Background: an optimization exercise with open tools, aiming at small area and a short achievable clock period. Do not read the settings as production practice.
Only simulation tests tie the RTL to the original design; equivalence was not proved.
Power and IR drop assume default switching activity.

== build 61 ==
==> flow/design.v (excerpt) <==
module mult_top(
    input clk,
    input  [15:0] x,
    input  [15:0] y,
    output [31:0] p_out
    );
For scale: about 640 cells after synthesis, roughly 81 flip-flops, about 65 I/O pins, about 6000 µm² of cells after synthesis.
export LEC_CHECK = 0
export CAP_MARGIN = 20
export CORE_MARGIN = 2
export CORE_UTILIZATION = 40
export CTS_BUF_LIST = sky130_fd_sc_hd__clkbuf_4 sky130_fd_sc_hd__clkbuf_8
export SETUP_SLACK_MARGIN = 1.0
export SLEW_MARGIN = 20
create_clock -name core_clock -period 5.0 [get_ports {clk}]
standard.sh (not shown) runs the stock make flow with config.mk's settings and CLKGATE_MAP_FILE= SYNTH_SCRIPT=/design/flow/synth_recipe.tcl, a recipe that flattens the netlist after the stock synthesis.
==> flow/flow/run.sh <==
#!/bin/bash
# The standard layout; the only change is the port buffer cell (buf_1 instead of the default).
set -euo pipefail
export BUFFER_PORTS_ARGS="-buffer_cell sky130_fd_sc_hd__buf_1"
bash standard.sh > standard.log 2>&1
## Diff of input files: build 1 against build 61
- CORE_UTILIZATION: 40 -> 60
- CTS_BUF_LIST: sky130_fd_sc_hd__clkbuf_4 sky130_fd_sc_hd__clkbuf_8 -> sky130_fd_sc_hd__clkbuf_8
- CTS_CLUSTER_DIAMETER: unset -> 150
- CTS_CLUSTER_SIZE: unset -> 40
[summary]
Between build 61 and build 1, the sequential share of layout area does not differ in any meaningful way.
Diff build 61..build 1 | number of nets with antenna violations after routing | unchanged
Cell row count came out lower on build 1 than on build 61.
The power per unit of standard cell area of build 1 is higher than that of build 61.
Summary — die boundary height, build 1 relative to build 61: lower, by about 18%.
Comparing build 61 and build 1, all-layer global routing usage is higher on build 1.
Input-level comparison between build 77 and build 1:
- CTS_BUF_LIST no longer set, was sky130_fd_sc_hd__clkbuf_8
- SETUP_SLACK_MARGIN now 0.5, was 1.0
- CTS_CLUSTER_SIZE no longer set, was 40
- CORE_UTILIZATION now 40, was 60
- CTS_CLUSTER_DIAMETER no longer set, was 150
Build 77: full flow OK, the timing, DRC and antenna checks passed. Taking build 1 as the reference, in build 77 met3 wire length now sits lower, total power consumption of the routed design neither gained nor lost much, area of all placed cells without fillers +33 µm², wire length saw a decrease. Comparing worst slack at placement for build 1 and build 77, the bigger number came from build 1.
[inputs] build 31 vs build 77
- swapping 0.5 for 1.0 in SETUP_SLACK_MARGIN
- swapping 40 for 75 in CORE_UTILIZATION
==> comparison <==
Share of the clock period used by the worst path after layout ends up higher on build 77.
Measured against each other, build 77 and build 31 differ in worst-case setup margin in the final layout, the higher figure coming from build 31.
Via count sits higher in build 31 than in build 77.
Cell type of the slowest stage on the worst timing path: dfxtp_1 -> build 77, fa_2 -> build 31
In build 31, the effective utilization at floorplan came out 36 points above the value in build 77.
Taking build 77 as the reference, in build 31 clock network fraction of total power shrank by 4.5 points, proportion of layout cells with a drive suffix above 1 grew by 4.3 points, final cell count shrank by 81.
Total leakage power in build 31 is about 1.2% below build 77.
In build 31 the largest fanout of any net on the critical path turned out 9 lower than in build 77.
In the tables for build 77 and build 31, number of placed instances, taps included reads higher with build 77.
#### Input delta (build 24 over build 31)
- SETUP_SLACK_MARGIN now 1.3, was 1.0
- CORE_UTILIZATION now 60, was 75
--- outcome ---
- Relative to build 31, the routed wire length of build 24 is lower by 3.9%.
- Summary — power, build 24 relative to build 31: higher, by 4.7%.
- Area taken by flip-flops and latches came out higher on build 24 than on build 31.
- Build 24 gives less signal arrival time at the worst endpoint than build 31 did.
- Of build 31 and build 24, build 24 shows the higher total of plain and repair buffers excluding clock buffers, with build 31 below it.
- Against build 31, build 24 comes in 1.1 points lower on relative slew slack.
- Diff build 31 and build 24: post-placement cell count lower in build 31
- From build 24 to build 31, number of synthesized flops with an enable pin did not move at all.


## run 1
mult_top, a different RTL version from the one above (not shown whole).
Size: about 670 cells after synthesis, roughly 88 flip-flops, roughly 6300 um2 of cells after synthesis.
export LEC_CHECK = 0
export CAP_MARGIN = 0
export CORE_MARGIN = 2
export CORE_UTILIZATION = 60
export PLACE_DENSITY = 0.8
export SETUP_SLACK_MARGIN = 1.75
export SLEW_MARGIN = 0
create_clock -name core_clock -period 5.0 [get_ports {clk}]
Scripts as last shown in full above: flow/flow/run.sh
For run 2, these inputs were changed with respect to run 1:
Settings: SLEW_MARGIN: 0 -> 20; PLACE_DENSITY: 0.8 -> unset; SETUP_SLACK_MARGIN: 1.75 -> 1.6; CAP_MARGIN: 0 -> 20.
[summary]
- Met3 track utilization from global routing delta for run 2 relative to run 1: 0.37 points higher
- Compared run 2 vs run 1, and minimum clock period after layout is up in run 2.
- Taking run 1 as the reference, in run 2 worst path arrival time rose by 0.03 ns, largest net degree at the start of global routing down about 26%, part of the cycle the worst path needs went up, combinational share of power -0.2 points, total power after layout dropped 4.4%.
- As far as floorplan die area goes, run 2 and run 1 are indistinguishable; the numbers are identical.
What run 3 does differently from run 2 at the input level:
Settings: a change of CORE_UTILIZATION from 60 to 70; a change of SETUP_SLACK_MARGIN from 1.6 to 1.75; an added PLACE_DENSITY of 0.8.
Notes after the runs:
- Relative to run 2, sequential share of layout area decreased by 0.32 points in run 3.
- Relative to run 2, part of the cycle the worst path needs has decreased by 1.0 points in run 3.
- The final weighted congestion in routability-driven placement in run 3 was higher than what run 2 gave.
- Note that the power consumed by combinational cells recorded for run 2 amounts to 0.913 times the value seen in run 3.
- Looking at area of the core region across both flows, run 3 is the stronger of the two, with run 2 trailing.
- Cell area for run 3 is higher than for run 2.
- Run 2 → run 3: worst setup slack increased 0.050 ns, total power increased 8.6%, cell row count decreased 3, floorplan die height decreased 7.6 um.
diff inputs: run 3 => run 4
Settings: SETUP_SLACK_MARGIN changed from 1.75 to 1.9; CORE_UTILIZATION changed from 70 to 60; PLACE_DENSITY removed (was 0.8).
Notes after the runs:
- Run 4 vs. run 3: number of rows in the core area went up by 3.
- In the metrics for run 3 and run 4, the one carrying the lower total routed wire length on the met1 layer is run 3.
- Taking run 3 as the reference, in run 4 hold slack -0.040 ns; leakage power +about 2.7%; total core area +about 18%; count of buffers added by post-CTS timing repair for setup +9.
- Changes observed in run 4 relative to run 3: fraction of standard cell area that is sequential has decreased; power after layout went up by 0.00019 W; final design area excluding fillers shows an increase of 200 um2.
- Compared to run 3, run 4 shows a wider setup margin.
Here is what was changed in the inputs of run 5 compared with run 4.
Settings: SETUP_SLACK_MARGIN changed from 1.9 to 1.45.
[summary]
Number of vias in the routed layout: run 5 and run 4 compared, higher one is run 4. From run 4 to run 5 the numbers moved as follows: design area went down, clock-net power went down, final critical path time including I/O delays and setup went up, core utilization went down.

-- port drivers added, routing unchanged --
In the flow no input, the clock included, has a driving cell. The finished layouts below were timed again as built, in two steps.
Step 1 assumes that a clkbuf_16 drives the clock port and a buf_2 every other input.
Step 2 adds t to the input delays and takes it off the output delays; t is the mean of the earliest and latest rising clock arrival at the registers after step 1. Input paths then give back, and output paths get back, about the clock's delay inside the block.
Slacks: ideal ports / drivers / drivers and shift; pairs: ideal ports / drivers.
run	t (ns)	setup slack, ns	clock arrival spread, ns	slew at the worst register clock pin (ns)	pins driven straight from the clock port
build 61	0.409	1.122 / 1.088 / 1.200	0.015 / 0.015	0.10 / 0.10	1
build 1	0.398	1.162 / 1.128 / 1.208	0.011 / 0.011	0.09 / 0.09	1
build 77	0.383	0.815 / 0.800 / 0.815	0.009 / 0.009	0.07 / 0.07	1
build 31	0.401	1.134 / 1.101 / 1.155	0.018 / 0.017	0.10 / 0.10	1
build 24	0.396	1.271 / 1.237 / 1.384	0.014 / 0.014	0.09 / 0.09	1
run 1	0.389	1.704 / 1.674 / 1.807	0.010 / 0.009	0.09 / 0.09	1
run 2	0.399	1.667 / 1.632 / 1.756	0.014 / 0.013	0.09 / 0.09	1
run 3	0.382	1.717 / 1.682 / 1.778	0.016 / 0.016	0.10 / 0.10	1
run 4	0.405	1.734 / 1.700 / 2.061	0.007 / 0.007	0.09 / 0.09	1
run 5	0.401	1.604 / 1.569 / 1.706	0.013 / 0.013	0.09 / 0.09	1
After both steps setup and hold are still met in every run listed.
